What follows belongs to an exercise in optimizing a design on an open flow for small area, a short achievable clock period and few clock cycles; a production flow would make more cautious choices. Function was checked by simulation only, so behaviour that the tests miss may differ from the original. Power figures rest on the tool's default switching activity, not on a simulated workload.

==> design.v <==
module huffman(clk, reset, gray_valid, gray_data, CNT_valid, CNT1, CNT2, CNT3, CNT4, CNT5, CNT6,
    code_valid, HC1, HC2, HC3, HC4, HC5, HC6, M1, M2, M3, M4, M5, M6);
input clk;
input reset;
input gray_valid;
input [7:0] gray_data;
output CNT_valid;
output [7:0] CNT1, CNT2, CNT3, CNT4, CNT5, CNT6;
output code_valid;
output [7:0] HC1, HC2, HC3, HC4, HC5, HC6;
output [7:0] M1, M2, M3, M4, M5, M6;
function lt7(input [6:0] a, input [6:0] b, input le);
  reg [6:0] l, e;
  reg l10, e10, l32, e32, l54, e54, l30, e30, l60, e60;
  begin
    l = ~a & b;
    e = ~(a ^ b);
    l10 = l[1] | (e[1] & l[0]);   e10 = e[1] & e[0];
    l32 = l[3] | (e[3] & l[2]);   e32 = e[3] & e[2];
    l54 = l[5] | (e[5] & l[4]);   e54 = e[5] & e[4];
    l30 = l32 | (e32 & l10);      e30 = e32 & e10;
    l60 = l[6] | (e[6] & l54);    e60 = e[6] & e54;
    lt7 = l60 | (e60 & (l30 | (e30 & le)));
  end
endfunction
function [6:0] add7(input [6:0] a, input [6:0] b);
  reg [6:0] g, p, c;
  reg [6:0] g1, p1, g2, p2;
  integer j;
  begin
    g = a & b;
    p = a ^ b;
    g1 = g; p1 = p;
    for (j = 1; j < 7; j = j + 1) begin g1[j] = g[j] | (p[j] & g[j-1]); p1[j] = p[j] & p[j-1]; end
    g2 = g1; p2 = p1;
    for (j = 2; j < 7; j = j + 1) begin g2[j] = g1[j] | (p1[j] & g1[j-2]); p2[j] = p1[j] & p1[j-2]; end
    c = g2;
    for (j = 4; j < 7; j = j + 1) c[j] = g2[j] | (p2[j] & g2[j-4]);
    add7 = p ^ {c[5:0], 1'b0};
  end
endfunction
reg [3:0] t;     
reg pv;          
reg cv, hv;      
reg [6:0] S;     
wire t0 = (t == 4'd0);
wire t1 = (t == 4'd1);
wire t2 = (t == 4'd2);
wire t3 = (t == 4'd3);
wire t4 = (t == 4'd4);
wire rnk = t0 | t1 | t2 | t3 | t4;
wire start = t0 & pv & ~gray_valid;
wire comb = (t == 4'd5) | (t == 4'd6) | (t == 4'd7) | (t == 4'd8) | (t == 4'd9);
wire [5:0] self = {1'b0, t4, t3, t2, t1, t0};
wire [5:0] le = {rnk, rnk, t0 | t1 | t2 | t3, t0 | t1 | t2, t0 | t1, t0};
reg [6:0] w [0:5];
reg [2:0] dq [0:5];   
wire [2:0] d [0:5];
reg [3:0] mk [0:5];   
reg [3:0] c [0:5];    
wire [5:0] lt;
wire [5:0] kp, kq;
wire [6:0] X = S;
reg [6:0] bc;
always @*
  case (t[1:0])
    2'd0: bc = w[1];
    2'd1: bc = w[2];
    2'd2: bc = w[3];
    default: bc = w[4];
  endcase
reg [6:0] w0n;    
genvar gi;
generate for (gi = 0; gi < 6; gi = gi + 1) begin : sym
  assign d[gi] = dq[gi] ^ 3'b001;
  assign lt[gi] = lt7(w[gi], X, le[gi]);
  assign kp[gi] = (d[gi] == 3'd2);
  assign kq[gi] = (d[gi] == 3'd3);
end endgenerate
reg [6:0] P, Q;
reg [5:2] h;     
integer i;
always @* begin
  P = 7'd0;
  Q = 7'd0;
  h = 4'd0;
  for (i = 0; i < 6; i = i + 1) begin
    P = P | (w[i] & {7{kp[i]}});
    Q = Q | (w[i] & {7{kq[i]}});
    if (d[i] == 3'd2 && lt[i]) h[2] = 1'b1;
    if (d[i] == 3'd3 && lt[i]) h[3] = 1'b1;
    if (d[i] == 3'd4 && lt[i]) h[4] = 1'b1;
    if (d[i] == 3'd5 && lt[i]) h[5] = 1'b1;
  end
end
wire [2:0] m = {h[5], h[3] & ~h[5], (h[2] & ~h[3]) | (h[4] & ~h[5])};
wire [6:0] PQ = add7(P, Q);
wire [6:0] PS = add7(P, S);
always @(posedge clk) begin
  if (rnk)
    S <= (t0 & gray_valid) ? w0n : t4 ? 7'h7f : bc;
  else
    S <= (PQ & {7{h[3]}}) | (PS & {7{~h[3]}});
  if (reset) begin
    t <= 4'd0;
    pv <= 1'b0;
    cv <= 1'b0;
    hv <= 1'b0;
  end else begin
    pv <= gray_valid;
    cv <= start;
    hv <= (t == 4'd9);
    if (t0)
      t <= {3'b000, start};
    else if (t != 4'd11)
      t <= t + 4'd1;
  end
end
always @* begin
  w0n = w[0];
  if (gray_data == 8'd1)
    w0n = w[0] + 7'd1;
end
generate for (gi = 0; gi < 6; gi = gi + 1) begin : upd
  wire member = (d[gi][2:1] == 2'b00);
  wire inc = (gi < 5 && self[gi]) ? lt[5] : ~lt[gi];
  wire [3:0] at = {mk[gi][2:0], 1'b1} & ~mk[gi];
  always @(posedge clk) begin
    if (reset) begin
      w[gi] <= 7'd0;
      mk[gi] <= 4'd0;
      c[gi] <= 4'd0;
    end else begin
      if (t0 && gray_valid && gray_data == gi + 1)
        w[gi] <= w[gi] + 7'd1;
      if (comb && member) begin
        w[gi] <= S;
        mk[gi] <= {mk[gi][2:0], 1'b1};
        c[gi] <= c[gi] | (at & {4{~d[gi][0]}});
      end
    end
    if (rnk)
      dq[gi] <= ((t0 ? 3'd2 : d[gi]) + {2'b00, inc}) ^ 3'b001;
    else
      dq[gi] <= (member ? m : d[gi] + {2'b11, ~lt[gi]}) ^ 3'b001;
  end
end endgenerate
wire [7:0] hc [0:5];
wire [7:0] mo [0:5];
generate for (gi = 0; gi < 6; gi = gi + 1) begin : outs
  assign mo[gi] = {3'b000, mk[gi], 1'b1};
  assign hc[gi] = {3'b000, {1'b0, c[gi]} | ({mk[gi], 1'b1} & ~{1'b0, mk[gi]} & {5{dq[gi][0]}})};
end endgenerate
assign CNT_valid = cv;
assign code_valid = hv;
assign CNT1 = {1'b0, w[0]};
assign CNT2 = {1'b0, w[1]};
assign CNT3 = {1'b0, w[2]};
assign CNT4 = {1'b0, w[3]};
assign CNT5 = {1'b0, w[4]};
assign CNT6 = {1'b0, w[5]};
assign HC1 = hc[0];
assign HC2 = hc[1];
assign HC3 = hc[2];
assign HC4 = hc[3];
assign HC5 = hc[4];
assign HC6 = hc[5];
assign M1 = mo[0];
assign M2 = mo[1];
assign M3 = mo[2];
assign M4 = mo[3];
assign M5 = mo[4];
assign M6 = mo[5];
endmodule
==> flow/run.sh <==
#!/bin/bash
# The standard layout (standard.sh) with these changes:
#  - synthesis: ADDER_MAP_FILE is empty, so ORFS does not extract full/half
#    adder cells and abc maps the arithmetic like the rest of the logic; abc
#    runs flow/abc.script (area-oriented mapping; the layout's repair steps
#    size the gates) instead of ORFS's script. Registers are mapped by the
#    same dfflibmap step as in the standard synthesis.
#  - clock tree synthesis without dummy load cells (CTS_ARGS).
#  - every port still gets a buffer, but a buf_1 instead of the delay cell
#    buffer_ports picks by default, and repair may resize cells across
#    footprints (MATCH_CELL_FOOTPRINT=0).
set -euo pipefail
here=$(pwd)
export ADDER_MAP_FILE=
export MY_ABC_SCRIPT=$here/flow/abc.script
sed -e "s#SYNTH_SCRIPT=[^ ]*#SYNTH_SCRIPT=$here/flow/synth.tcl#" \
    -e 's#"${@:-finish}"#MATCH_CELL_FOOTPRINT=0 "CTS_ARGS=-sink_clustering_enable -repair_clock_nets -dont_use_dummy_load -sink_clustering_size 30 -sink_clustering_max_diameter 100 -buf_list sky130_fd_sc_hd__clkbuf_8" "BUFFER_PORTS_ARGS=-buffer_cell sky130_fd_sc_hd__buf_1" "${@:-finish}"#' \
    standard.sh > my_standard.sh
bash my_standard.sh > standard.log 2>&1
==> flow/abc.script <==
strash
dc2
dch -f
map -D 1500
topo
stime -c
buffer -c
upsize -c -D 1500
dnsize -c -D 1500
==> flow/synth.tcl <==
# The standard flow's synthesis script (synth_recipe.tcl), with abc given our own script
# (abc.script beside this file) in place of ORFS's abc_speed/abc_area script.
proc synth {args} { yosys synth -nofsm -noshare {*}$args }
proc abc {args} {
  set i [lsearch -exact $args -script]
  if { $i >= 0 } { lset args [expr {$i + 1}] $::env(MY_ABC_SCRIPT) }
  yosys abc {*}$args
}
source $::env(SCRIPTS_DIR)/synth.tcl
# left out here: clear keep_hierarchy, flatten, clean up, hide names made inside functions, write 1_2_yosys.v
==> standard.sh <==
#!/bin/bash
# synth_recipe.tcl (not shown) runs the flow's synth.tcl, then flattens the netlist and writes it again
# the make line also repeats each setting of config.mk as NAME=value (left out here)
make -C /OpenROAD-flow-scripts/flow DESIGN_CONFIG=/design/flow/config.mk WORK_HOME=/design/flow/orfs CLKGATE_MAP_FILE= SYNTH_SCRIPT=/design/flow/synth_recipe.tcl "${@:-finish}"
==> config.mk <==
export PLATFORM = sky130hd
export DESIGN_NAME = huffman
export DESIGN_NICKNAME = huffman
export VERILOG_FILES = /design/flow/design.v
export SDC_FILE = /design/flow/constraint.sdc
export NUM_CORES = 4
export LEC_CHECK = 0
export CAP_MARGIN = 20
export CORE_MARGIN = 2
export CORE_UTILIZATION = 45
export SETUP_SLACK_MARGIN = 3.7
export SLEW_MARGIN = 20
==> constraint.sdc <==
create_clock -name core_clock -period 6.2 [get_ports {clk}]
set_input_delay 1.2400 -clock core_clock [delete_from_list [all_inputs] [get_ports {clk}]]
set_output_delay 1.2400 -clock core_clock [all_outputs]
set_load 0.01 [all_outputs]
==> flow_metrics.py, run 1 <==
metrics = {
    "critical_path": {
        "crit_fanout": 4,
        "reg2reg_depth": 13,
        "cp.arrival_ps": 1400,
        "path_class": "reg -> out",
        "worst_setup_path_end_kind": "output port",
        "crit_path_start_kind": "flip-flop",
        "crit_required_ps": 4960,
    },
    "placed_design": {
        "port_buffers": 108,
        "place_congestion": 1.03,
        "pre_cts_slack_ps": 3020,
        "dp.cells": 1536,
        "dp_hpwl_mm": 23.7,
    },
    "finish": {
        "drive_gt1_share_pct": 27.2,
        "final-seq-area_mm2": 0.00258,
        "fillers": 1756,
        "final_cell_count_no_fill": 1672,
        "multiInputGateArea_mm2": 0.00549,
        "diodes": 0,
        "syn_to_final_growth_pct": 30.7,
        "nets": 1456,
        "fin_util_pct": 59.9,
    },
    "logic_synthesis": {
        "yosysWarnings": 5,
        "syn-instance-count": 1240,
        "synth_top_area_cell": "dfxtp_1",
        "synthArstFlopShare_pct": 0,
        "ys.flop_type": "dfxtp_1",
        "synth_enable_flop_cells": 0,
        "syn_area_mm2": 0.00824,
        "seq_area_frac_synth_pct": 29.7,
        "yosys.area.top_type_share_pct": 29.7,
        "synth_cell_types": 57,
        "ys_ff_latch": 122,
        "synthTopCellsByArea": "dfxtp_1 (30%), inv_1 (7.7%), a21oi_1 (7.7%), nand2_1 (7.2%), nor2_1 (6.5%)",
        "synth_area_per_cell_um2": 6.64,
    },
    "timing": {
        "fin_worst_skew_ps": 25.3,
        "worst_pin_slew_ps": 567,
        "finalCritPeriodShare_pct": 42.5,
        "whs_ps": 483,
        "fin_setup_tns_ps": 0,
        "fin_ws_ps": 3560,
        "rsz0062_at_grt": "yes",
        "period_minus_slack_ps": 2640,
        "finalSetupViolCount": 0,
        "hold_viol": 0,
        "finalMaxSlewViolations": 0,
        "fmax_ghz": 0.379,
        "maxSlewHeadroom_pct": 62.2,
    },
    "worst_hold_path": {
        "min_path_cells": 2,
        "hold_class": "reg -> reg",
    },
    "route": {
        "drc": 0,
        "firstDrtPassIters": 8,
        "routed_wirelength_mm": 33.9,
        "antenna_left": 0,
        "first_iter_violations": 1010,
        "wl_per_cell_um": 20.3,
        "vias": 10100,
        "routed_via_density": 6.07,
    },
    "global_routing": {
        "grt_pass1_vias": 8985,
        "grt_pass1_wl_mm": 49.9,
        "grt_usage_pct": 32.5,
        "grt_max_degree": 47,
        "antenna_found_initial": 0,
        "grt-ovfl-total": 0,
    },
    "clock_network": {
        "clk_pin_slew_ps": 70,
        "clockBufferDepth": 2,
        "cts.sinks": 122,
        "cts_root_buf": "clkbuf_8",
        "htree_num_levels": 4,
        "clock_latency_ps": 470,
        "numCtsBuffers": 17,
        "tritoncts": "done",
    },
    "floorplanning": {
        "fp.coreArea_mm2": 0.0180,
        "core.rowCount": 49,
        "ios": 157,
        "die_w_um": 139,
        "die_area_mm2": 0.0194,
        "initial_core_util_pct": 45.8,
        "die-height_um": 139,
    },
    "run_status": {
        "status": "complete, no violations",
    },
    "power_and_ir_drop": {
        "leakagePower_nw": 4.18,
        "power_density_mw_per_mm2": 228,
        "vdd.ir_drop.worst_uv": 141,
    },
    "flow_run": {
        "max-cap-violations": 0,
    },
}
power by group:
part	switching, mW	internal (mW)	total, mW
combinational	0.636	0.389	1.03
clock	0.309	0.241	0.550
sequential	0.0614	0.813	0.874
total	1.01	1.44	2.45
cells in the mapped netlist, types with 6 or more instances:
master,n
o22ai_1,27
nand3_1,59
o21ai_0,90
nor3_1,18
buf_4,48
a31oi_1,27
o211ai_1,10
a32oi_1,7
buf_2,15
nor2_1,142
a21oi_1,126
nand2_1,159
inv_1,170
o2111ai_1,6
inv_2,8
a22oi_1,43
clkbuf_1,29
a221oi_1,7
o21ai_1,8
dfxtp_1,122
a211oi_1,9
xor2_1,13
o221ai_1,15
final timing paths:
check / start / endpoint / slack, ps
max: dq[2][0] / HC3[2] / 3560
min: pv / cv / 480
max reg2reg: dq[0][1] / S[5] / 3630
min reg2reg: pv / cv / 480
per-stage QoR:
stage	area, um^2	power [mW]
6_report	10800	2.45
5_1_grt	10800	2.54
4_1_cts	9640	2.25
3_5_place_dp	8680	1.53
3_3_place_gp	8680	1.53
2_1_floorplan	8500	1.35
routing by layer:
metal / up-vias / share of wire, % / track usage, %
met5: - / 0.086 / 0
met4: 2 / 4.3 / 13.2
met3: 122 / 11 / 8.88
met2: 649 / 43 / 48.3
met1: 4771 / 42 / 44.5
li1: 4600 / - / -
worst max-delay path, stage by stage (launching register included):
cell and delay, ps:
dfxtp_4 360, buf_4 170, a31oi_2 220, inv_1 60, buf_1 120
cells in the final DEF, fill, tap and decap left out, types with 5 or more instances in the layout:
master	count
xor2_1	13
o221ai_1	11
inv_2	40
clkbuf_2	12
a221oi_1	7
clkbuf_8	17
nor2_4	15
inv_1	128
o21ai_1	17
a211oi_1	6
o221ai_2	5
a31oi_1	10
o21ai_0	76
nand4_1	5
nand2_2	9
o21ai_2	6
a31oi_4	14
buf_4	105
dfxtp_1	70
nor3_1	15
nand2_1	150
nor2_2	9
nor2_1	126
nor3_4	7
nand3_1	56
a22oi_2	5
dfxtp_4	28
a21oi_2	17
o2111ai_1	5
buf_2	6
dfxtp_2	24
conb_1	48
a22oi_1	42
buf_6	16
clkinvlp_4	7
o211ai_1	10
buf_1	86
a21oi_1	110
a32oi_1	7
o22ai_1	23
timing repair:
action	in CTS	in global routing
setup endpoints to repair	88	103
hold buffers	0	0
resized for setup	118	180
cloned	1	1
setup buffers	52	65
pin swaps	14	42
cells by family after synthesis:
kind of cell	synth area share, %
AO/OA/AOI/OAI	31.3
XOR/XNOR	1.81
buffers and inverters	14.8
other	0.0912
flip-flops	29.7
AND/OR/NAND/NOR	22.3
registers in the layout, indices dropped and copies added, names as in the netlist:
name	cells
S	7
c	24
cv	1
dq	18
hv	1
mk	24
pv	1
t	4
w	42
layout make-up:
cell class                      instances  share of cell area, %
Multi-Input combinational cell        894                   51.0
Sequential cell                       122                   23.9
Timing Repair Buffer                  230                   13.6
Inverter                              179                   6.56
Tap cell                              229                   2.66
Clock buffer                           17                   2.17
Timing Repair inverter                  1                 0.0465
Testbench counts, summed over its fixed seeds: cycles 7,104.
==> run 2, diff against run 1 <==
--- a/config.mk
+++ b/config.mk
@@ -10,3 +10,4 @@
 export CORE_UTILIZATION = 45
-export SETUP_SLACK_MARGIN = 3.7
+export GPL_ROUTABILITY_DRIVEN = 0
+export SETUP_SLACK_MARGIN = 3.6
 export SLEW_MARGIN = 20
==> flow_metrics.py, run 2 <==
metrics = {
    "timing": {
        "worst_pin_slew_ps": 720,
        "rsz0062_at_grt": "yes",
        "fin_worst_skew_ps": 32.4,
        "hold_viol": 0,
        "maxSlewHeadroom_pct": 51.5,
        "fin_setup_tns_ps": 0,
        "finalCritPeriodShare_pct": 42.4,
        "fmax_ghz": 0.380,
        "finalSetupViolCount": 0,
        "finalMaxSlewViolations": 0,
        "period_minus_slack_ps": 2630,
    },
    "floorplanning": {
        "ios": 157,
        "fp.coreArea_mm2": 0.0180,
        "initial_core_util_pct": 45.8,
        "die_area_mm2": 0.0194,
        "die-height_um": 139,
        "die_w_um": 139,
        "core.rowCount": 49,
    },
    "route": {
        "wl_per_cell_um": 19.6,
        "antenna_left": 0,
        "routed_wirelength_mm": 31.6,
        "first_iter_violations": 1118,
        "drc": 0,
        "firstDrtPassIters": 7,
        "vias": 9688,
        "routed_via_density": 6.00,
    },
    "worst_hold_path": {
        "hold_class": "reg -> reg",
    },
    "clock_network": {
        "numCtsBuffers": 17,
        "clock_latency_ps": 470,
        "cts_root_buf": "clkbuf_8",
        "ctsHoldBuffers": 0,
        "cts.sinks": 122,
        "htree_num_levels": 4,
        "clk_pin_slew_ps": 70,
        "clockBufferDepth": 2,
        "tritoncts": "done",
    },
    "flow_run": {
        "max-cap-violations": 0,
    },
    "global_routing": {
        "grt_pass1_vias": 8682,
        "grt_max_degree": 52,
        "antenna_found_initial": 0,
        "grt_usage_pct": 31.4,
        "grt-ovfl-total": 0,
        "grt_pass1_wl_mm": 48.2,
    },
    "power_and_ir_drop": {
        "leakagePower_nw": 3.76,
        "vdd.ir_drop.worst_uv": 138,
        "power_density_mw_per_mm2": 234,
    },
    "critical_path": {
        "crit_path_start_kind": "input pin",
        "cpPeakStageDelay_ps": 280,
        "crit_path_top_delay_cell": "nor4_2",
        "worst_setup_path_end_kind": "flip-flop",
        "crit_fanout": 7,
        "path_class": "in -> reg",
        "cp.arrival_ps": 3020,
        "path_cells": "buf_1 -> nor4_2 -> inv_1 -> nor2_2 -> nand2_4 -> nor2_4 -> clkinvlp_4 -> buf_4 -> a211oi_1 -> nor3_1 -> a21oi_1",
        "crit_required_ps": 6590,
    },
    "finish": {
        "stdcell_area_mm2": 0.00994,
        "reg_top3": "w x42, c x24, mk x24",
        "final-seq-area_mm2": 0.00250,
        "diodes": 0,
        "regMostFlops": "w",
        "mostFrequentLayoutCells": "inv_1 (159), nand2_1 (150), nor2_1 (131), a21oi_1 (120), buf_1 (105)",
        "syn_to_final_growth_pct": 20.7,
        "layout.cells.most_common": "inv_1",
        "drive_gt1_share_pct": 16.8,
        "largest_register_ffs": 42,
        "nets": 1398,
        "multiInputGateArea_mm2": 0.00526,
        "fillers": 1856,
    },
    "logic_synthesis": {
        "synthArstFlopShare_pct": 0,
        "synth_area_per_cell_um2": 6.64,
        "yosys.area.top_type_share_pct": 29.7,
        "synth_most_common_cell": "inv_1",
        "ys_ff_latch": 122,
        "syn_area_mm2": 0.00824,
        "ys.flop_type": "dfxtp_1",
        "syn-instance-count": 1240,
        "synth_common_cells": "inv_1 (170), nand2_1 (159), nor2_1 (142)",
        "synth_top_area_cell": "dfxtp_1",
        "synth_enable_flop_cells": 0,
        "synthTopCellsByArea": "dfxtp_1 (30%), inv_1 (7.7%), a21oi_1 (7.7%), nand2_1 (7.2%), nor2_1 (6.5%)",
        "yosysWarnings": 5,
        "seq_area_frac_synth_pct": 29.7,
        "synth_cell_types": 57,
    },
    "placed_design": {
        "placed_area_mm2": 0.00865,
        "port_buffers": 108,
        "dp_hpwl_mm": 22.2,
    },
    "run_status": {
        "status": "complete, no violations",
    },
}
run 2: cell type report:
class	count	share of cell area (%)
Multi-Input combinational cell	894	52.9
Sequential cell	122	25.2
Timing Repair Buffer	173	9.61
Inverter	179	7.10
Tap cell	229	2.88
Clock buffer	17	2.35
run 2: routing by layer:
metal / global-route usage, % / routed length, um / up-vias / share of wire, %
met5: 0 / 0 / - / 0
met4: 16.3 / 1540 / 0 / 4.9
met3: 7.81 / 3320 / 134 / 11
met2: 47.0 / 13700 / 602 / 43
met1: 41.8 / 13100 / 4474 / 41
li1: - / - / 4478 / -
run 2: final timing paths:
path	start	depth (start not counted)	slack [ps]	endpoint
worst max register to register	S[4]	12	3650	dq[1][2]
worst min-delay path	pv	2	460	cv
worst min register to register	pv	2	460	cv
worst max-delay path	gray_data[5]	11	3570	S[5]
run 2: where the power goes:
part / internal [mW] / switching (mW) / leakage, nW
logic: 0.317 / 0.585 / 2.64
registers: 0.820 / 0.0788 / 0.993
clock network: 0.240 / 0.288 / 0.122
run 2: metrics by stage:
| stage | util [%] | instances | power [mW] | setup WS [ps] | hold slack, ps |
|---|---|---|---|---|---|
| floorplan | - | 1286 | 1.35 | 3570 | 451 |
| global placement | 48.2 | 1540 | 1.52 | 2850 | 472 |
| detailed placement | 48.2 | 1540 | 1.53 | 2830 | 472 |
| CTS | 51.6 | 1581 | 2.19 | 3610 | 458 |
| global route | 55.3 | 1614 | 2.42 | 3520 | 474 |
| finish | 55.3 | 1614 | 2.33 | 3570 | 458 |
run 2: cell families after synthesis:
| kind of cell | share of synthesized area [%] |
|---|---|
| compound gates | 31.3 |
| buf+inv | 14.8 |
| xor+xnor | 1.81 |
| other cells | 0.0912 |
| simple gates | 22.3 |
| flops | 29.7 |
run 2: worst max-delay path, delay by kind of cell:
kind,cells,cell delay [ps]
buffers and inverters,4,590
AOI/OAI and AO/OA,2,380
and+or+nand+nor,5,800
run 2: repair_timing:
action / in CTS / in global routing
endpoints found under the hold margin: 0 / 0
setup endpoints to repair: 89 / 67
buffers inserted: 23 / 33
pin swaps: 9 / 32
cloned: 1 / 0
gates resized for setup: 46 / 108
==> run 3, diff against run 2 <==
--- a/config.mk
+++ b/config.mk
@@ -10,4 +10,4 @@
 export CORE_UTILIZATION = 45
-export GPL_ROUTABILITY_DRIVEN = 0
 export SETUP_SLACK_MARGIN = 3.6
 export SLEW_MARGIN = 20
+export TNS_END_PERCENT = 50
==> flow_metrics.py, run 3 <==
metrics = {
    "run_status": {
        "status": "complete, no violations",
    },
    "critical_path": {
        "crit_path_start_kind": "flip-flop",
        "crit_fanout": 5,
        "cp-endpoint": "HC3[4]",
        "rrSetupSlack_ps": 3650,
        "path_class": "reg -> out",
        "cp.arrival_ps": 1420,
        "worst_setup_path_end_kind": "output port",
        "reg2reg_depth": 12,
        "crit_required_ps": 4960,
        "r2r_end": "w[4][3]",
        "startpoint": "dq[2][0]",
        "r2r_start": "t[0]",
    },
    "logic_synthesis": {
        "ys.flop_type": "dfxtp_1",
        "synthTopCellsByArea": "dfxtp_1 (30%), inv_1 (7.7%), a21oi_1 (7.7%), nand2_1 (7.2%), nor2_1 (6.5%)",
        "yosysWarnings": 5,
        "synth_common_cells": "inv_1 (170), nand2_1 (159), nor2_1 (142)",
        "synth_enable_flop_cells": 0,
        "synth_most_common_cell": "inv_1",
        "ys_ff_latch": 122,
        "syn_area_mm2": 0.00824,
        "synthArstFlopShare_pct": 0,
        "synth_cell_types": 57,
        "synth_top_area_cell": "dfxtp_1",
        "synth_area_per_cell_um2": 6.64,
        "seq_area_frac_synth_pct": 29.7,
        "yosys.area.top_type_share_pct": 29.7,
        "syn-instance-count": 1240,
    },
    "clock_network": {
        "tritoncts": "done",
        "clock_latency_ps": 470,
        "clk_pin_slew_ps": 60,
        "numCtsBuffers": 17,
        "clockBufferDepth": 2,
        "cts_root_buf": "clkbuf_8",
        "htree_num_levels": 4,
        "cts.sinks": 122,
    },
    "finish": {
        "syn_to_final_growth_pct": 19.4,
        "drive_gt1_share_pct": 15.9,
        "diodes": 0,
        "largest_register_ffs": 42,
        "mostFrequentLayoutCells": "inv_1 (156), nand2_1 (151), nor2_1 (131), a21oi_1 (119), buf_1 (105)",
        "multiInputGateArea_mm2": 0.00516,
        "nets": 1398,
        "layout.cells.most_common": "inv_1",
        "reg_top3": "w x42, c x24, mk x24",
        "stdcell_area_mm2": 0.00983,
        "final-seq-area_mm2": 0.00249,
        "fillers": 1860,
        "regMostFlops": "w",
    },
    "global_routing": {
        "grt_max_degree": 52,
        "grt-ovfl-total": 0,
        "grt_pass1_vias": 8501,
        "grt_usage_pct": 31.2,
        "grt_pass1_wl_mm": 47.9,
        "antenna_found_initial": 0,
    },
    "route": {
        "vias": 9634,
        "wl_per_cell_um": 19.8,
        "first_iter_violations": 1082,
        "routed_wirelength_mm": 31.9,
        "firstDrtPassIters": 8,
        "antenna_left": 0,
        "routed_via_density": 5.97,
        "drc": 0,
    },
    "power_and_ir_drop": {
        "p_total_mw": 2.33,
        "vdd.ir_drop.worst_uv": 164,
        "leakagePower_nw": 3.73,
        "power_density_mw_per_mm2": 237,
    },
    "timing": {
        "finalCritPeriodShare_pct": 42.8,
        "worst_pin_slew_ps": 546,
        "fin_setup_tns_ps": 0,
        "period_minus_slack_ps": 2660,
        "whs_ps": 479,
        "fin_worst_skew_ps": 40.5,
        "finalMaxSlewViolations": 0,
        "maxSlewHeadroom_pct": 63.2,
        "rsz0062_at_grt": "yes",
        "hold_viol": 0,
        "fin_ws_ps": 3540,
        "fmax_ghz": 0.377,
        "finalSetupViolCount": 0,
    },
    "placed_design": {
        "placed_area_mm2": 0.00866,
        "dp_hpwl_mm": 22.9,
        "pre_cts_slack_ps": 2840,
        "port_buffers": 108,
        "place_congestion": 1.05,
    },
    "floorplanning": {
        "ios": 157,
        "die_area_mm2": 0.0194,
        "die-height_um": 139,
        "fp.coreArea_mm2": 0.0180,
        "core.rowCount": 49,
        "initial_core_util_pct": 45.8,
        "die_w_um": 139,
    },
    "flow_run": {
        "max-cap-violations": 0,
    },
    "worst_hold_path": {
        "hold_class": "reg -> reg",
    },
}
run 3: worst max-delay path: stages (launching register included):
cell and delay, ps:
dfxtp_2 340, buf_8 140, clkinvlp_4 180, nor2_2 160, buf_2 140
run 3: cells by family (layout without fill, tap and decap cells):
group / Yosys count / after routing / share of synthesized area, %
AND/OR/NAND/NOR: 419 / 420 / 22.3
AO/OA/AOI/OAI: 409 / 409 / 31.3
buffers and inverters: 271 / 369 / 14.8
flip-flops: 122 / 122 / 29.7
XOR/XNOR: 17 / 17 / 1.81
other: 2 / 48 / 0.0912
run 3: layout make-up:
class,count,share of cell area (%)
Inverter,179,7.20
Multi-Input combinational cell,894,52.4
Tap cell,229,2.91
Timing Repair Buffer,173,9.70
Clock buffer,17,2.38
Sequential cell,122,25.4
run 3: power breakdown:
group          internal [mW]  total [mW]  switching (mW)
Combinational          0.314       0.893           0.579
Clock                  0.241       0.541           0.300
Sequential             0.821       0.896          0.0758
Total                   1.38        2.33           0.956
run 3: metal layers:
layer / vias to the layer above / global-route usage, % / part of all wire (%)
li1: 4480 / - / -
met1: 4513 / 42.6 / 43
met2: 553 / 47.8 / 44
met3: 88 / 6.47 / 9.2
met4: 0 / 13.4 / 4.0
met5: - / 0 / 0
run 3: how the worst min path moves through the flow:
| stage | startpoint | end | cells past startpoint |
|---|---|---|---|
| 2_1_floorplan | pv | cv | 2 |
| 3_3_place_gp | pv | cv | 2 |
| 3_5_place_dp | pv | cv | 2 |
| 4_1_cts | pv | cv | 2 |
| 5_1_grt | pv | cv | 2 |
| 6_report | pv | cv | 2 |
run 3: stage by stage:
step | utilization, % | std cells
floorplan | - | 1286
global placement | 48.2 | 1542
detailed placement | 48.2 | 1542
CTS | 51.3 | 1575
global route | 54.7 | 1614
finish | 54.7 | 1614
run 3: repair_timing:
action / in CTS / in global routing
setup buffers: 16 / 37
endpoints found under the setup margin: 92 / 79
pin swaps: 9 / 29
resized for setup: 46 / 92
hold buffers: 0 / 0
gates cloned: 0 / 2
==> run 4, diff against run 3 <==
--- a/config.mk
+++ b/config.mk
@@ -7,3 +7,3 @@
 export LEC_CHECK = 0
-export CAP_MARGIN = 20
+export CAP_MARGIN = 0
 export CORE_MARGIN = 2
@@ -11,3 +11,2 @@
 export SETUP_SLACK_MARGIN = 3.6
-export SLEW_MARGIN = 20
-export TNS_END_PERCENT = 50
+export SLEW_MARGIN = 0
==> flow_metrics.py, run 4 <==
metrics = {
    "logic_synthesis": {
        "synthArstFlopShare_pct": 0,
        "ys_ff_latch": 122,
        "syn_area_mm2": 0.00824,
        "synth_compound_area_share_pct": 31.3,
        "synth_area_per_cell_um2": 6.64,
        "yosys.area.top_type_share_pct": 29.7,
        "synth_xor_area_share_pct": 1.81,
        "seq_area_frac_synth_pct": 29.7,
        "synthAdderAreaFrac_pct": 0,
        "synth_common_cells": "inv_1 (170), nand2_1 (159), nor2_1 (142)",
        "synthTopCellsByArea": "dfxtp_1 (30%), inv_1 (7.7%), a21oi_1 (7.7%), nand2_1 (7.2%), nor2_1 (6.5%)",
        "synth_cell_types": 57,
        "yosysWarnings": 5,
        "muxShareOfSynthArea_pct": 0,
        "synthSimpleGateAreaFrac_pct": 22.3,
        "synth_most_common_cell": "inv_1",
        "ys.flop_type": "dfxtp_1",
        "synth_top_area_cell": "dfxtp_1",
        "syn-instance-count": 1240,
        "synth_enable_flop_cells": 0,
        "synth_top_family_by_area": "compound AO/OA/AOI/OAI gates",
    },
    "timing": {
        "fmax_ghz": 0.394,
        "finalMaxSlewViolations": 0,
        "worst_pin_slew_ps": 556,
        "rsz0062_at_grt": "yes",
        "fin_worst_skew_ps": 33.2,
        "fin_ws_ps": 3660,
        "fin_setup_tns_ps": 0,
        "hold_viol": 0,
        "maxSlewHeadroom_pct": 62.9,
        "finalSetupViolCount": 0,
        "period_minus_slack_ps": 2540,
        "finalCritPeriodShare_pct": 41.0,
    },
    "critical_path": {
        "crit_path_start_kind": "flip-flop",
        "worst_setup_path_end_kind": "output port",
        "crit_required_ps": 4960,
        "path_class": "reg -> out",
        "crit_fanout": 8,
        "cp.arrival_ps": 1300,
    },
    "finish": {
        "nets": 1405,
        "final_cell_count_no_fill": 1621,
        "mostFrequentLayoutCells": "inv_1 (156), nand2_1 (152), nor2_1 (133), a21oi_1 (123), buf_1 (105)",
        "layout.cells.most_common": "inv_1",
        "stdcell_area_mm2": 0.00987,
        "diodes": 0,
        "syn_to_final_growth_pct": 19.8,
        "reg_top3": "w x42, c x24, mk x24",
        "drive_gt1_share_pct": 16.2,
        "largest_register_ffs": 42,
        "regMostFlops": "w",
    },
    "floorplanning": {
        "die-height_um": 139,
        "die_area_mm2": 0.0194,
        "ios": 157,
        "die_w_um": 139,
        "fp.coreArea_mm2": 0.0180,
        "core.rowCount": 49,
        "initial_core_util_pct": 45.8,
    },
    "placed_design": {
        "dp.cells": 1542,
        "pre_cts_slack_ps": 2850,
        "port_buffers": 108,
        "placed_area_mm2": 0.00867,
        "place_congestion": 1.09,
        "dp_hpwl_mm": 23.4,
    },
    "global_routing": {
        "grt_max_degree": 46,
        "antenna_found_initial": 0,
        "grt_pass1_wl_mm": 49.7,
        "grt-ovfl-total": 0,
        "grt_pass1_vias": 8771,
        "grt_usage_pct": 32.4,
    },
    "clock_network": {
        "clock_latency_ps": 460,
        "tritoncts": "done",
        "cts.sinks": 122,
        "numCtsBuffers": 17,
        "htree_num_levels": 4,
        "cts_root_buf": "clkbuf_8",
        "clockBufferDepth": 2,
        "clk_pin_slew_ps": 60,
    },
    "route": {
        "first_iter_violations": 984,
        "routed_via_density": 5.97,
        "wl_per_cell_um": 20.0,
        "firstDrtPassIters": 8,
        "vias": 9683,
        "drc": 0,
        "routed_wirelength_mm": 32.4,
        "antenna_left": 0,
    },
    "worst_hold_path": {
        "hold_class": "reg -> reg",
    },
    "run_status": {
        "status": "complete, no violations",
    },
    "flow_run": {
        "max-cap-violations": 0,
    },
    "power_and_ir_drop": {
        "leakagePower_nw": 3.76,
        "vdd.ir_drop.worst_uv": 193,
        "power_density_mw_per_mm2": 240,
    },
}
run 4: cell counts after synthesis:
Identical to the previous run, type by type.
run 4: path summary, 6_finish.rpt:
| path | from | to | slack [ps] | cells after the start |
|---|---|---|---|---|
| worst min register to register | pv | cv | 490 | 2 |
| worst min-delay path | pv | cv | 490 | 2 |
| worst max-delay path | dq[2][0] | HC3[2] | 3660 | 4 |
| worst max register to register | S[2] | S[5] | 3700 | 14 |
run 4: worst max-delay path: stages, from the launching register on:
cell	delay (ps)
dfxtp_1	300
buf_6	150
a31oi_1	220
inv_1	60
buf_1	130
run 4: cells by family after synthesis:
group                  Yosys count
buffers and inverters          271
other                            2
AO/OA/AOI/OAI                  409
flip-flops                     122
AND/OR/NAND/NOR                419
XOR/XNOR                        17
run 4: per-layer routing:
metal  part of all wire [%]  vias to the layer above  track usage (%)
li1                       -                     4497                -
met1                     43                     4504             44.5
met2                     44                      571             49.2
met3                    9.1                      111             6.19
met4                    4.5                        0             14.8
met5                      0                        -                0
run 4: power by group:
group	switching (mW)	internal (mW)
Sequential	0.0755	0.820
Clock	0.299	0.241
Combinational	0.592	0.339
Total	0.966	1.40
run 4: cell type report:
cell class              instances  area (um^2)
clock buffers                  17          234
fillers                      1879         8100
repair buffers                179         1010
well taps                     229          287
repair inverters                1         7.51
multi-input cells             894         5120
inverters                     179          711
flip-flops and latches        122         2500
run 4: metrics by stage:
step / utilization, % / power (mW) / hold WS [ps]
3_3_place_gp: 48.3 / 1.54 / 475
3_5_place_dp: 48.3 / 1.53 / 474
2_1_floorplan: - / 1.35 / 451
5_1_grt: 54.9 / 2.46 / 521
6_report: 54.9 / 2.37 / 487
4_1_cts: 51.4 / 2.20 / 484
run 4: what timing repair did:
action	CTS	global route
setup endpoints to repair	91	67
resized for setup	47	85
gates cloned	1	1
hold buffers	0	0
setup buffers	17	43
pin swaps	8	24
==> run 5, diff against run 4 <==
==> flow/abc.script (replaced) <==
strash
dc2
dch -f
map -D 1300
topo
stime -c
buffer -c
upsize -c -D 1300
dnsize -c -D 1300
--- a/config.mk
+++ b/config.mk
@@ -7,3 +7,3 @@
 export LEC_CHECK = 0
-export CAP_MARGIN = 0
+export CAP_MARGIN = 20
 export CORE_MARGIN = 2
@@ -11,2 +11,2 @@
 export SETUP_SLACK_MARGIN = 3.6
-export SLEW_MARGIN = 0
+export SLEW_MARGIN = 20
==> flow_metrics.py, run 5 <==
metrics = {
    "critical_path": {
        "crit_fanout": 4,
        "critPathBufInv": 3,
        "worst_setup_path_end_kind": "output port",
        "cpPeakStageDelay_ps": 430,
        "crit_path_top_delay_cell": "dfxtp_1",
        "cp.arrival_ps": 1380,
        "crit_path_start_kind": "flip-flop",
        "reg2reg_depth": 13,
        "path_cells": "inv_1 -> a31oi_4 -> inv_1 -> clkbuf_2",
        "rrSetupSlack_ps": 3630,
        "timing.critical_path.mode_cell": "inv_1",
        "crit_required_ps": 4960,
        "path_class": "reg -> out",
        "cpLargestDelayFamily": "flip-flops",
        "r2r_start": "S[0]",
        "r2r_end": "dq[2][0]",
    },
    "power_and_ir_drop": {
        "p_sw_share_pct": 41.2,
        "vdd.ir_drop.worst_uv": 132,
        "internal_power_mw": 1.38,
        "pwr-share-comb_pct": 39.5,
        "leakagePower_nw": 3.80,
        "netSwitchingPower_uw": 962,
        "power_density_mw_per_mm2": 235,
        "clkPwrFrac_pct": 22.8,
        "power_frac_seq_pct": 37.7,
    },
    "finish": {
        "nets": 1423,
        "fillers": 1929,
        "reg_top3": "w x42, c x24, mk x24",
        "regMostFlops": "w",
        "mostFrequentLayoutCells": "inv_1 (163), nand2_1 (143), nor2_1 (139), a21oi_1 (123), buf_1 (100)",
        "syn_to_final_growth_pct": 17.3,
        "diodes": 0,
        "largest_register_ffs": 42,
        "layout.cells.most_common": "inv_1",
        "drive_gt1_share_pct": 14.9,
    },
    "timing": {
        "whs_ps": 497,
        "worst_pin_slew_ps": 756,
        "hold_viol": 0,
        "period_minus_slack_ps": 2620,
        "fin_setup_tns_ps": 0,
        "rsz0062_at_grt": "yes",
        "finalMaxSlewViolations": 0,
        "fin_ws_ps": 3580,
        "maxSlewHeadroom_pct": 49.5,
        "finalCritPeriodShare_pct": 42.2,
        "finalSetupViolCount": 0,
        "fmax_ghz": 0.382,
        "fin_worst_skew_ps": 30.6,
    },
    "floorplanning": {
        "die_w_um": 141,
        "fp.coreArea_mm2": 0.0186,
        "ios": 157,
        "core.rowCount": 50,
        "die_area_mm2": 0.0200,
        "initial_core_util_pct": 45.6,
        "die-height_um": 141,
    },
    "clock_network": {
        "clock_latency_ps": 470,
        "ctsHoldBuffers": 0,
        "htree_num_levels": 4,
        "clk_pin_slew_ps": 70,
        "tritoncts": "done",
        "cts_root_buf": "clkbuf_8",
        "clockBufferDepth": 2,
        "cts.sinks": 122,
        "numCtsBuffers": 17,
    },
    "global_routing": {
        "grt_usage_pct": 33.0,
        "grt_max_degree": 47,
        "grt_pass1_wl_mm": 50.6,
        "grt-ovfl-total": 0,
        "grt_pass1_vias": 8757,
        "antenna_found_initial": 0,
    },
    "logic_synthesis": {
        "synth_enable_flop_cells": 0,
        "yosysWarnings": 5,
        "synthTopCellsByArea": "dfxtp_1 (29%), inv_1 (7.8%), a21oi_1 (7.6%), nand2_1 (6.7%), nor2_1 (6.6%)",
        "synth_cell_types": 59,
        "synth_top_area_cell": "dfxtp_1",
        "syn-instance-count": 1289,
        "synth_most_common_cell": "inv_1",
        "ys.flop_type": "dfxtp_1",
        "synthArstFlopShare_pct": 0,
        "seq_area_frac_synth_pct": 28.8,
        "yosys.area.top_type_share_pct": 28.8,
        "synth_common_cells": "inv_1 (177), nand2_1 (151), nor2_1 (149)",
        "ys_ff_latch": 122,
        "synth_area_per_cell_um2": 6.58,
        "syn_area_mm2": 0.00848,
    },
    "placed_design": {
        "place_congestion": 0.979,
        "dp_hpwl_mm": 25.3,
        "pre_cts_slack_ps": 3120,
        "port_buffers": 108,
    },
    "route": {
        "wl_per_cell_um": 20.9,
        "routed_wirelength_mm": 34.3,
        "vias": 9917,
        "routed_via_density": 6.03,
        "first_iter_violations": 1111,
        "antenna_left": 0,
        "firstDrtPassIters": 6,
        "drc": 0,
    },
    "flow_run": {
        "max-cap-violations": 0,
    },
    "worst_hold_path": {
        "worstHoldStart": "c[5][0]",
        "hold_class": "reg -> reg",
        "min_path_cells": 2,
        "hold-path-endpoint": "c[5][0]",
    },
    "run_status": {
        "status": "complete, no violations",
    },
}
run 5: cell types whose count changed after synthesis, moves of 5 or more:
cell and change:
nand2_1 -8, xor2_1 -5, a22oi_1 -5, nand4_1 +28, nor2_1 +7, o21ai_0 -8, nand3_1 +19, inv_2 -7
inv_1 +7
run 5: power groups by stage:
stage	sequential [mW]	clock (mW)	combinational, mW
after global placement	0.879	0	0.685
after floorplan	0.850	0	0.527
after detailed placement	0.878	0	0.685
after global routing	0.885	0.575	0.972
final	0.881	0.534	0.923
after CTS	0.866	0.544	0.792
run 5: routing by layer:
layer  track usage [%]  vias up  wire length [um]
li1                  -     4631                 -
met1              43.6     4594             14100
met4              14.7        0              1630
met5                 0        -                 0
met3              8.30      109              3500
met2              51.1      583             15000
run 5: layout make-up:
| type | count | area, um^2 | area share [%] |
|---|---|---|---|
| clock buffer | 17 | 234 | 2.35 |
| inverter | 182 | 738 | 7.42 |
| multi-input combinational | 931 | 5310 | 53.4 |
| sequential | 122 | 2490 | 25.1 |
| tap | 234 | 293 | 2.94 |
| timing repair buffer | 157 | 868 | 8.73 |
| timing repair inverter | 1 | 5.00 | 0.0503 |
run 5: worst max-delay path by stage:
stage / startpoint / cells after the start / endpoint
6_report: mk[1][1] / 4 / HC2[1]
5_1_grt: mk[1][1] / 4 / HC2[1]
4_1_cts: dq[3][0] / 3 / HC4[4]
3_5_place_dp: gray_valid / 11 / w[4][3]
3_3_place_gp: gray_valid / 11 / w[4][3]
2_1_floorplan: gray_data[5] / 9 / w[5][6]
run 5: cells by family after synthesis:
| group | count (synthesis) | synth area share (%) |
|---|---|---|
| DFF | 122 | 28.8 |
| other | 2 | 0.0886 |
| and+or+nand+nor | 457 | 24.1 |
| AOI/OAI and AO/OA | 411 | 30.5 |
| buffers and inverters | 283 | 15.1 |
| xor gates and xnor gates | 14 | 1.45 |
run 5: repair_timing:
| item | in CTS | in global routing |
|---|---|---|
| setup endpoints to repair | 86 | 87 |
| resized for setup | 33 | 111 |
| buffers inserted | 19 | 14 |
| pin swaps | 4 | 11 |
| cloned | 0 | 4 |
run 5: worst reg2reg max path: stages, from the launching register on:
cell and delay, ps:
dfxtp_1 310, buf_4 290, inv_1 110, o21ai_1 210, o221ai_1 170, o21ai_1 100, a21oi_1 90, o21ai_2 270
nand4_1 170, nand4_1 220, nor2_4 80, o21ai_2 160, nand3_1 120, a32oi_1 180
run 5: stage by stage:
stage | instance area [um^2] | utilization [%] | std cells | power (mW)
2_1_floorplan | 8660 | - | 1335 | 1.38
3_3_place_gp | 8870 | 47.8 | 1590 | 1.56
3_5_place_dp | 8870 | 47.8 | 1590 | 1.56
4_1_cts | 9390 | 50.5 | 1626 | 2.20
5_1_grt | 9940 | 53.5 | 1644 | 2.43
6_report | 9940 | 53.5 | 1644 | 2.34
==> run 6, diff against run 5 <==
==> flow/abc.script (replaced) <==
strash
dc2
dch -f
map -D 1700
topo
stime -c
buffer -c
upsize -c -D 1700
dnsize -c -D 1700
==> flow_metrics.py, run 6 <==
metrics = {
    "global_routing": {
        "grt-ovfl-total": 0,
        "grt_pass1_vias": 8474,
        "grt_max_degree": 48,
        "grt_pass1_wl_mm": 49.3,
        "antenna_found_initial": 0,
        "grt_usage_pct": 32.7,
    },
    "logic_synthesis": {
        "synth_compound_area_share_pct": 32.1,
        "synth_xor_area_share_pct": 1.92,
        "synth_area_per_cell_um2": 6.75,
        "muxShareOfSynthArea_pct": 0,
        "ys_ff_latch": 122,
        "synthTopCellsByArea": "dfxtp_1 (30%), inv_1 (8.1%), a21oi_1 (7.4%), nor2_1 (6.6%), nand2_1 (6.6%)",
        "synth_most_common_cell": "inv_1",
        "synth_top_area_cell": "dfxtp_1",
        "synth_common_cells": "inv_1 (177), nor2_1 (145), nand2_1 (144)",
        "syn_area_mm2": 0.00821,
        "yosysWarnings": 5,
        "synth_top_family_by_area": "compound AO/OA/AOI/OAI gates",
        "synth_cell_types": 60,
        "seq_area_frac_synth_pct": 29.7,
        "syn-instance-count": 1217,
        "synthAdderAreaFrac_pct": 0,
        "synthArstFlopShare_pct": 0,
        "synthSimpleGateAreaFrac_pct": 20.6,
        "ys.flop_type": "dfxtp_1",
        "yosys.area.top_type_share_pct": 29.7,
        "synth_enable_flop_cells": 0,
    },
    "finish": {
        "reg_top3": "w x42, c x24, mk x24",
        "mostFrequentLayoutCells": "inv_1 (156), nand2_1 (133), nor2_1 (122), a21oi_1 (107), buf_1 (101)",
        "largest_register_ffs": 42,
        "regMostFlops": "w",
        "syn_to_final_growth_pct": 30.2,
        "fillers": 1751,
        "nets": 1414,
        "drive_gt1_share_pct": 25.6,
        "layout.cells.most_common": "inv_1",
        "diodes": 0,
        "final_cell_count_no_fill": 1630,
    },
    "power_and_ir_drop": {
        "netSwitchingPower_mw": 1.06,
        "p_sw_share_pct": 41.4,
        "leakagePower_nw": 3.98,
        "clkPwrFrac_pct": 21.0,
        "internal_power_mw": 1.50,
        "p_total_mw": 2.56,
        "power_frac_seq_pct": 34.5,
        "vdd.ir_drop.worst_uv": 179,
        "power_density_mw_per_mm2": 239,
        "pwr-share-comb_pct": 44.5,
    },
    "clock_network": {
        "clk_pin_slew_ps": 60,
        "tritoncts": "done",
        "cts_root_buf": "clkbuf_8",
        "clock_latency_ps": 450,
        "cts.sinks": 122,
        "htree_num_levels": 4,
        "numCtsBuffers": 17,
        "clockBufferDepth": 2,
        "ctsHoldBuffers": 0,
    },
    "timing": {
        "rsz0062_at_grt": "yes",
        "fin_worst_skew_ps": 32.6,
        "worst_pin_slew_ps": 766,
        "finalSetupViolCount": 0,
        "finalCritPeriodShare_pct": 43.8,
        "whs_ps": 478,
        "finalMaxSlewViolations": 0,
        "fin_setup_tns_ps": 0,
        "period_minus_slack_ps": 2710,
        "fmax_ghz": 0.369,
        "hold_viol": 0,
        "maxSlewHeadroom_pct": 48.9,
    },
    "critical_path": {
        "cpLargestDelayFamily": "simple AND/OR/NAND/NOR gates",
        "cp.arrival_ps": 2970,
        "critPathBufInv": 2,
        "path_class": "reg -> reg",
        "crit_path_top_delay_cell": "nor3_4",
        "reg2reg_depth": 16,
        "crit_required_ps": 6460,
        "crit_fanout": 4,
        "rrSetupSlack_ps": 3490,
        "crit_path_start_kind": "flip-flop",
        "path_cells": "clkinvlp_4 -> nor3_4 -> nand2_1 -> o211ai_1 -> nor2_1 -> inv_1 -> o21ai_1 -> a21boi_2 -> nor2_2 -> nor2_2 -> nor2_4 -> o21bai_4 -> a21oi_2 -> nor2_1 -> o21ai_1 -> a32oi_1",
        "worst_setup_path_end_kind": "flip-flop",
        "cp_num_cells": 16,
        "cpPeakStageDelay_ps": 380,
    },
    "route": {
        "routed_wirelength_mm": 34.4,
        "drc": 0,
        "vias": 9778,
        "wl_per_cell_um": 21.1,
        "antenna_left": 0,
        "routed_via_density": 6.00,
        "first_iter_violations": 1070,
        "firstDrtPassIters": 5,
    },
    "placed_design": {
        "dp.cells": 1521,
        "port_buffers": 108,
        "dp_hpwl_mm": 23.5,
        "place_congestion": 1.02,
    },
    "floorplanning": {
        "ios": 157,
        "fp.coreArea_mm2": 0.0180,
        "initial_core_util_pct": 45.7,
        "die_area_mm2": 0.0193,
        "die-height_um": 139,
        "die_w_um": 139,
        "core.rowCount": 49,
    },
    "worst_hold_path": {
        "min_path_cells": 2,
        "hold_class": "reg -> reg",
    },
    "flow_run": {
        "max-cap-violations": 0,
    },
    "run_status": {
        "status": "complete, no violations",
    },
}
run 6: cell types whose count changed in the layout (fill, tap and decap cells not counted), sizes merged, moves of 10 or more:
| cell | previous run | this run |
|---|---|---|
| nand3 | 81 | 37 |
| nand4 | 34 | 0 |
| a21oi | 134 | 124 |
| buf | 147 | 207 |
| a22oi | 40 | 56 |
run 6: repair_timing:
| action | in CTS | in global routing |
|---|---|---|
| buffers inserted | 46 | 44 |
| endpoints found under the setup margin | 88 | 87 |
| gates resized for setup | 103 | 179 |
| cloned | 2 | 0 |
| pin swaps | 20 | 73 |
run 6: cell families after synthesis:
kind of cell / count (synthesis)
flops: 122
compound gates: 410
simple gates: 386
other cells: 2
buf+inv: 279
xor+xnor: 18
run 6: power groups by stage:
stage          clock, mW  sequential [mW]  combinational [mW]
5_1_grt            0.573            0.889                1.18
6_report           0.537            0.884                1.14
4_1_cts            0.543            0.883               0.849
3_3_place_gp           0            0.888               0.657
2_1_floorplan          0            0.849               0.521
3_5_place_dp           0            0.889               0.653
run 6: worst paths after layout:
check | from | end
setup / recovery | dq[0][0] | S[5]
hold / removal | pv | cv
setup reg to reg | dq[0][0] | S[5]
hold reg to reg | pv | cv
run 6: tightest hold or removal path, delay by kind of cell (launching register included):
| family | cells | cell delay [ps] |
|---|---|---|
| DFF | 1 | 300 |
| and+or+nand+nor | 2 | 140 |
run 6: metal layers:
layer / share of wire, % / track usage (%) / up-vias
met1: 40 / 42.6 / 4579
met5: 0 / 0 / -
met3: 10 / 7.87 / 137
met4: 5.4 / 15.7 / 0
li1: - / - / 4454
met2: 45 / 51.1 / 608
run 6: metrics by stage:
| step | cell area, um^2 | util [%] | setup slack (ps) |
|---|---|---|---|
| 2_1_floorplan | 8410 | - | 3550 |
| 3_3_place_gp | 8640 | 48.1 | 2770 |
| 3_5_place_dp | 8640 | 48.1 | 2790 |
| 4_1_cts | 9590 | 53.4 | 3500 |
| 5_1_grt | 10700 | 59.5 | 3370 |
| 6_report | 10700 | 59.5 | 3490 |
run 6: final cells by class:
type	count	area, um^2	share of cell area (%)
Timing Repair Buffer	212	1370	12.8
Tap cell	229	287	2.68
Sequential cell	122	2510	23.5
Multi-Input combinational cell	863	5540	51.8
Inverter	186	749	7.01
Timing Repair inverter	1	5.00	0.0468
Clock buffer	17	234	2.19
==> run 7, diff against run 6 <==
==> flow/abc.script (replaced) <==
strash
dc2
dch -f
map -D 1500
topo
stime -c
buffer -c
upsize -c -D 1500
dnsize -c -D 1500
--- a/config.mk
+++ b/config.mk
@@ -10,3 +10,3 @@
 export CORE_UTILIZATION = 45
-export SETUP_SLACK_MARGIN = 3.6
+export SETUP_SLACK_MARGIN = 3.65
 export SLEW_MARGIN = 20
==> flow_metrics.py, run 7 <==
metrics = {
    "run_status": {
        "status": "complete, no violations",
    },
    "critical_path": {
        "cp.arrival_ps": 2920,
        "crit_path_top_delay_cell": "nor4_2",
        "path_class": "in -> reg",
        "crit_fanout": 7,
        "worst_setup_path_end_kind": "flip-flop",
        "timing.critical_path.mode_cell": "nor2_4",
        "crit_required_ps": 6530,
        "r2r_start": "dq[1][0]",
        "rrSetupSlack_ps": 3700,
        "cpLargestDelayFamily": "simple AND/OR/NAND/NOR gates",
        "cpPeakStageDelay_ps": 290,
        "critPathBufInv": 4,
        "path_cells": "buf_1 -> nor4_2 -> inv_2 -> nor2_4 -> nand2_4 -> nor2_4 -> clkinvlp_4 -> buf_4 -> nor2_1 -> a211oi_1 -> nor3_2 -> a21oi_1",
        "startpoint": "gray_data[6]",
        "crit_path_start_kind": "input pin",
    },
    "worst_hold_path": {
        "hold_class": "reg -> reg",
        "worstHoldStart": "pv",
    },
    "timing": {
        "finalMaxSlewViolations": 0,
        "worst_pin_slew_ps": 582,
        "rsz0062_at_grt": "yes",
        "finalCritPeriodShare_pct": 41.7,
        "fin_setup_tns_ps": 0,
        "maxSlewHeadroom_pct": 61.1,
        "period_minus_slack_ps": 2590,
        "finalSetupViolCount": 0,
        "fmax_ghz": 0.387,
        "fin_worst_skew_ps": 35.6,
        "hold_viol": 0,
        "fin_ws_ps": 3610,
    },
    "power_and_ir_drop": {
        "power_density_mw_per_mm2": 234,
        "pwr-share-comb_pct": 39.8,
        "internal_power_mw": 1.41,
        "p_sw_share_pct": 40.8,
        "power_frac_seq_pct": 37.9,
        "leakagePower_nw": 3.84,
        "clkPwrFrac_pct": 22.3,
        "vdd.ir_drop.worst_uv": 145,
        "netSwitchingPower_uw": 970,
    },
    "logic_synthesis": {
        "yosysWarnings": 5,
        "synthArstFlopShare_pct": 0,
        "synthTopCellsByArea": "dfxtp_1 (30%), inv_1 (7.7%), a21oi_1 (7.7%), nand2_1 (7.2%), nor2_1 (6.5%)",
        "ys_ff_latch": 122,
        "seq_area_frac_synth_pct": 29.7,
        "yosys.area.top_type_share_pct": 29.7,
        "synth_top_area_cell": "dfxtp_1",
        "synth_cell_types": 57,
        "ys.flop_type": "dfxtp_1",
        "syn_area_mm2": 0.00824,
        "synth_area_per_cell_um2": 6.64,
        "synth_enable_flop_cells": 0,
        "synth_most_common_cell": "inv_1",
        "synth_common_cells": "inv_1 (170), nand2_1 (159), nor2_1 (142)",
        "syn-instance-count": 1240,
    },
    "floorplanning": {
        "core.rowCount": 49,
        "die_area_mm2": 0.0194,
        "fp.coreArea_mm2": 0.0180,
        "die_w_um": 139,
        "ios": 157,
        "die-height_um": 139,
        "initial_core_util_pct": 45.8,
    },
    "placed_design": {
        "place_congestion": 1.03,
        "dp_hpwl_mm": 23.7,
        "dp.cells": 1538,
        "pre_cts_slack_ps": 2990,
        "port_buffers": 108,
    },
    "clock_network": {
        "tritoncts": "done",
        "cts.sinks": 122,
        "clock_latency_ps": 470,
        "htree_num_levels": 4,
        "clk_pin_slew_ps": 70,
        "cts_root_buf": "clkbuf_8",
        "numCtsBuffers": 17,
        "clockBufferDepth": 2,
    },
    "finish": {
        "regMostFlops": "w",
        "layout.cells.most_common": "nand2_1",
        "largest_register_ffs": 42,
        "diodes": 0,
        "mostFrequentLayoutCells": "nand2_1 (150), inv_1 (148), nor2_1 (125), a21oi_1 (118), buf_1 (101)",
        "nets": 1411,
        "syn_to_final_growth_pct": 23.5,
        "fillers": 1782,
        "drive_gt1_share_pct": 21.1,
        "final_cell_count_no_fill": 1627,
        "reg_top3": "w x42, c x24, mk x24",
    },
    "global_routing": {
        "grt-ovfl-total": 0,
        "grt_pass1_vias": 8491,
        "grt_max_degree": 47,
        "grt_usage_pct": 32.7,
        "grt_pass1_wl_mm": 49.2,
        "antenna_found_initial": 0,
    },
    "route": {
        "routed_wirelength_mm": 33.5,
        "drc": 0,
        "routed_via_density": 6.01,
        "vias": 9786,
        "firstDrtPassIters": 6,
        "first_iter_violations": 1166,
        "antenna_left": 0,
        "wl_per_cell_um": 20.6,
    },
    "flow_run": {
        "max-cap-violations": 0,
    },
}
run 7: cell types whose count changed after synthesis, moves of 5 or more:
cell      change
a21oi_1       +5
a22oi_1      -13
inv_1         -7
nand2_1      +15
nand3_1      +23
nand4_1       +5
o211ai_1      +7
run 7: cell type report:
type / count / area, um^2 / share of cell area [%]
Multi-Input combinational cell: 894 / 5360 / 52.6
Sequential cell: 122 / 2540 / 25.0
Timing Repair Buffer: 185 / 1040 / 10.2
Inverter: 179 / 714 / 7.02
Tap cell: 229 / 287 / 2.82
Clock buffer: 17 / 234 / 2.30
Timing Repair inverter: 1 / 5.00 / 0.0492
run 7: what timing repair did:
| item | CTS | global route |
|---|---|---|
| buffers inserted | 16 | 54 |
| pin swaps | 11 | 45 |
| hold buffers | 0 | 0 |
| resized for setup | 68 | 154 |
| endpoints found under the hold margin | 0 | 0 |
| gates cloned | 2 | 0 |
| endpoints found under the setup margin | 101 | 91 |
run 7: cells by family (layout without fill, tap and decap cells):
logic type                Yosys count  after routing  synth area share [%]
and+or+nand+nor                   419            420                  22.3
AOI/OAI and AO/OA                 409            409                  31.3
buffers and inverters             271            382                  14.8
DFF                               122            122                  29.7
xor gates and xnor gates           17             17                  1.81
other                               2             48                0.0912
run 7: tightest hold or removal path: cells and delay by family, from the launching register on:
| family | cells | cell delay, ps |
|---|---|---|
| AND/OR/NAND/NOR | 2 | 150 |
| flip-flops | 1 | 290 |
run 7: power groups by stage:
| stage | combinational, mW | sequential [mW] | clock [mW] |
|---|---|---|---|
| floorplan | 0.501 | 0.851 | 0 |
| global placement | 0.629 | 0.903 | 0 |
| detailed placement | 0.625 | 0.902 | 0 |
| CTS | 0.739 | 0.897 | 0.536 |
| global route | 0.994 | 0.904 | 0.564 |
| finish | 0.946 | 0.901 | 0.529 |
run 7: metrics by stage:
stage | utilization (%) | total power, mW | area [um^2] | hold slack, ps
after detailed placement | 48.2 | 1.53 | 8660 | 479
after CTS | 51.5 | 2.17 | 9260 | 487
after floorplan | - | 1.35 | 8460 | 451
final | 56.6 | 2.38 | 10200 | 479
after global placement | 48.2 | 1.53 | 8660 | 471
after global routing | 56.6 | 2.46 | 10200 | 506
run 7: final timing paths:
path / endpoint / depth (start not counted)
setup reg to reg: S[6] / 12
setup / recovery: S[5] / 12
hold / removal: cv / 2
hold reg to reg: cv / 2
run 7: metal layers:
| layer | GRT usage [%] | up-vias | part of all wire [%] |
|---|---|---|---|
| met4 | 14.3 | 0 | 5.2 |
| li1 | - | 4512 | - |
| met2 | 49.1 | 622 | 42 |
| met1 | 44.7 | 4514 | 41 |
| met3 | 8.02 | 138 | 11 |
| met5 | 0 | - | 0 |
==> run 8, diff against run 7 <==
--- a/config.mk
+++ b/config.mk
@@ -9,4 +9,4 @@
 export CORE_MARGIN = 2
-export CORE_UTILIZATION = 45
-export SETUP_SLACK_MARGIN = 3.65
+export CORE_UTILIZATION = 50
+export SETUP_SLACK_MARGIN = 3.6
 export SLEW_MARGIN = 20
==> flow_metrics.py, run 8 <==
metrics = {
    "critical_path": {
        "crit_path_start_kind": "flip-flop",
        "cp.arrival_ps": 2910,
        "path_class": "reg -> reg",
        "r2r_end": "dq[2][0]",
        "path_cells": "clkinvlp_4 -> nor2_4 -> o22ai_1 -> o21ai_0 -> a21oi_1 -> o221ai_1 -> a22oi_2 -> buf_4 -> a22oi_2 -> o2111a_2 -> o21ai_2 -> a21oi_1 -> o22ai_1",
        "crit_path_top_delay_cell": "dfxtp_4",
        "crit_required_ps": 6520,
        "r2r_start": "t[0]",
        "cpPeakStageDelay_ps": 390,
        "rrSetupSlack_ps": 3610,
        "crit_fanout": 8,
        "reg2reg_depth": 13,
        "worst_setup_path_end_kind": "flip-flop",
    },
    "placed_design": {
        "port_buffers": 108,
        "dp_hpwl_mm": 22.5,
        "place_congestion": 1.12,
        "pre_cts_slack_ps": 2900,
        "placed_area_mm2": 0.00864,
    },
    "finish": {
        "mostFrequentLayoutCells": "inv_1 (156), nand2_1 (153), nor2_1 (131), a21oi_1 (122), buf_1 (104)",
        "reg_top3": "w x42, c x24, mk x24",
        "stdcell_area_mm2": 0.00971,
        "drive_gt1_share_pct": 15.8,
        "nets": 1396,
        "layout.cells.most_common": "inv_1",
        "largest_register_ffs": 42,
        "diodes": 0,
        "regMostFlops": "w",
        "fin_util_pct": 60.7,
        "syn_to_final_growth_pct": 17.9,
    },
    "timing": {
        "finalCritPeriodShare_pct": 41.8,
        "hold_viol": 0,
        "period_minus_slack_ps": 2590,
        "fin_setup_tns_ps": 0,
        "maxSlewHeadroom_pct": 63.5,
        "fin_worst_skew_ps": 27.7,
        "fmax_ghz": 0.386,
        "worst_pin_slew_ps": 547,
        "finalSetupViolCount": 0,
        "finalMaxSlewViolations": 0,
        "fin_ws_ps": 3610,
        "rsz0062_at_grt": "yes",
    },
    "floorplanning": {
        "die_w_um": 132,
        "die-height_um": 132,
        "core.rowCount": 46,
        "fp.coreArea_mm2": 0.0160,
        "die_area_mm2": 0.0175,
        "initial_core_util_pct": 51.5,
        "ios": 157,
    },
    "route": {
        "antenna_left": 0,
        "drc": 0,
        "routed_wirelength_mm": 31.5,
        "first_iter_violations": 1130,
        "firstDrtPassIters": 6,
        "vias": 9602,
        "routed_via_density": 6.01,
        "wl_per_cell_um": 19.7,
    },
    "run_status": {
        "status": "complete, no violations",
    },
    "logic_synthesis": {
        "ys_ff_latch": 122,
        "synth_common_cells": "inv_1 (170), nand2_1 (159), nor2_1 (142)",
        "synth_cell_types": 57,
        "syn_area_mm2": 0.00824,
        "seq_area_frac_synth_pct": 29.7,
        "ys.flop_type": "dfxtp_1",
        "yosys.area.top_type_share_pct": 29.7,
        "synth_top_area_cell": "dfxtp_1",
        "synth_area_per_cell_um2": 6.64,
        "synthArstFlopShare_pct": 0,
        "synthTopCellsByArea": "dfxtp_1 (30%), inv_1 (7.7%), a21oi_1 (7.7%), nand2_1 (7.2%), nor2_1 (6.5%)",
        "synth_most_common_cell": "inv_1",
        "synth_enable_flop_cells": 0,
        "syn-instance-count": 1240,
        "yosysWarnings": 5,
    },
    "flow_run": {
        "max-cap-violations": 0,
    },
    "clock_network": {
        "htree_num_levels": 4,
        "clk_pin_slew_ps": 70,
        "cts_root_buf": "clkbuf_8",
        "cts.sinks": 122,
        "numCtsBuffers": 17,
        "tritoncts": "done",
        "clockBufferDepth": 2,
        "clock_latency_ps": 470,
    },
    "worst_hold_path": {
        "hold_class": "reg -> reg",
        "min_path_cells": 2,
        "worstHoldStart": "c[2][0]",
        "hold-path-endpoint": "c[2][0]",
    },
    "global_routing": {
        "grt_pass1_wl_mm": 47.7,
        "grt_pass1_vias": 8594,
        "antenna_found_initial": 1,
        "grt-ovfl-total": 0,
        "grt_usage_pct": 34.7,
        "grt_max_degree": 46,
    },
    "power_and_ir_drop": {
        "power_density_mw_per_mm2": 241,
        "leakagePower_nw": 3.71,
        "vdd.ir_drop.worst_uv": 145,
    },
}
==> run 8: cell types whose count changed in the layout (fill, tap and decap cells not counted), sizes merged <==
| cell | previous run | this run |
|---|---|---|
| inv | 169 | 171 |
| clkinvlp | 11 | 7 |
| clkinv | 0 | 1 |
| clkbuf | 21 | 22 |
| buf | 181 | 166 |
==> run 8: cell families after synthesis <==
group	Yosys count	share of synthesized area [%]
AO/OA/AOI/OAI	409	31.3
buffers and inverters	271	14.8
flip-flops	122	29.7
XOR/XNOR	17	1.81
other	2	0.0912
AND/OR/NAND/NOR	419	22.3
==> run 8: through the flow <==
stage	power (mW)	hold WS, ps	cells
floorplan	1.35	451	1286
CTS	2.18	495	1560
global placement	1.53	465	1528
detailed placement	1.53	481	1528
finish	2.34	490	1599
global route	2.43	514	1599
==> run 8: final cells by class <==
cell class                      count  area [um^2]
Multi-Input combinational cell    894         5070
Sequential cell                   122         2500
Clock buffer                       17          234
Fill cell                        1601         6290
Tap cell                          216          270
Inverter                          179          701
Timing Repair Buffer              171          926
==> run 8: worst max-delay path, delay by kind of cell, from the launching register on <==
family	cells	cell delay, ps
AOI/OAI and AO/OA	10	1530
and+or+nand+nor	1	230
DFF	1	390
buffers and inverters	2	310
==> run 8: timing repair <==
action                     CTS  global route
hold buffers                 0             0
buffers inserted            15            38
pin swaps                    8            23
gates resized for setup     40            84
setup endpoints to repair   88           106
gates cloned                 0             1
==> run 8: layer usage <==
layer	track usage [%]	share of wire (%)
met4	17.1	4.8
met2	50.1	42
met1	47.5	41
met5	0	0
met3	9.38	12
==> run 8: how the worst max path moves through the flow <==
stage / from / end / slack [ps]
CTS: t[3] / w[3][1] / 3530
global route: t[0] / S[6] / 3510
finish: t[0] / dq[2][0] / 3610
detailed placement: gray_valid / w[4][3] / 2900
floorplan: gray_valid / w[0][6] / 3570
global placement: gray_valid / w[4][3] / 2950
==> run 8: report_power, final <==
part | internal, mW | switching [mW] | leakage (nW) | total (mW)
clock | 0.240 | 0.287 | 0.122 | 0.527
combinational | 0.328 | 0.579 | 2.59 | 0.908
sequential | 0.820 | 0.0802 | 0.996 | 0.900
total | 1.39 | 0.947 | 3.71 | 2.34

port drivers added, routing unchanged:
The results above use ideal ports. As a check the final layouts listed here were re-extracted and re-timed, cells and wires unchanged.
Step 1: set_driving_cell puts a clkbuf_16 on clk and a buf_2 on each other input, an assumption about the parent block.
Step 2 also shifts input and output timing later by t, the mid clock arrival at the registers, as if the neighbouring blocks saw the same clock.
a / b / c = no drivers / after step 1 / after step 2; a / b = the first two.
run	t, ns	setup WS [ns]	hold WS [ns]	clock arrival spread, ns	slew at the worst register clock pin (ns)
run 1	0.497	3.564 / 3.521 / 3.253	0.483 / 0.483 / 0.483	0.033 / 0.034	0.09 / 0.09
run 2	0.497	3.571 / 3.548 / 3.093	0.458 / 0.458 / 0.458	0.033 / 0.032	0.09 / 0.09
run 3	0.491	3.544 / 3.503 / 3.103	0.479 / 0.479 / 0.479	0.041 / 0.041	0.10 / 0.10
run 4	0.484	3.661 / 3.619 / 3.234	0.487 / 0.487 / 0.487	0.033 / 0.033	0.09 / 0.09
run 5	0.496	3.581 / 3.537 / 3.221	0.497 / 0.497 / 0.497	0.031 / 0.031	0.08 / 0.08
run 6	0.474	3.487 / 3.487 / 3.092	0.478 / 0.478 / 0.478	0.039 / 0.039	0.10 / 0.10
run 7	0.491	3.613 / 3.598 / 3.143	0.479 / 0.479 / 0.479	0.037 / 0.037	0.09 / 0.09
run 8	0.497	3.610 / 3.579 / 3.192	0.490 / 0.490 / 0.490	0.027 / 0.028	0.08 / 0.08
After both steps setup and hold are still met in every run listed. The setup slack of run 2, which loses most, moves by -0.023 ns with the drivers and by -0.478 ns with both steps.
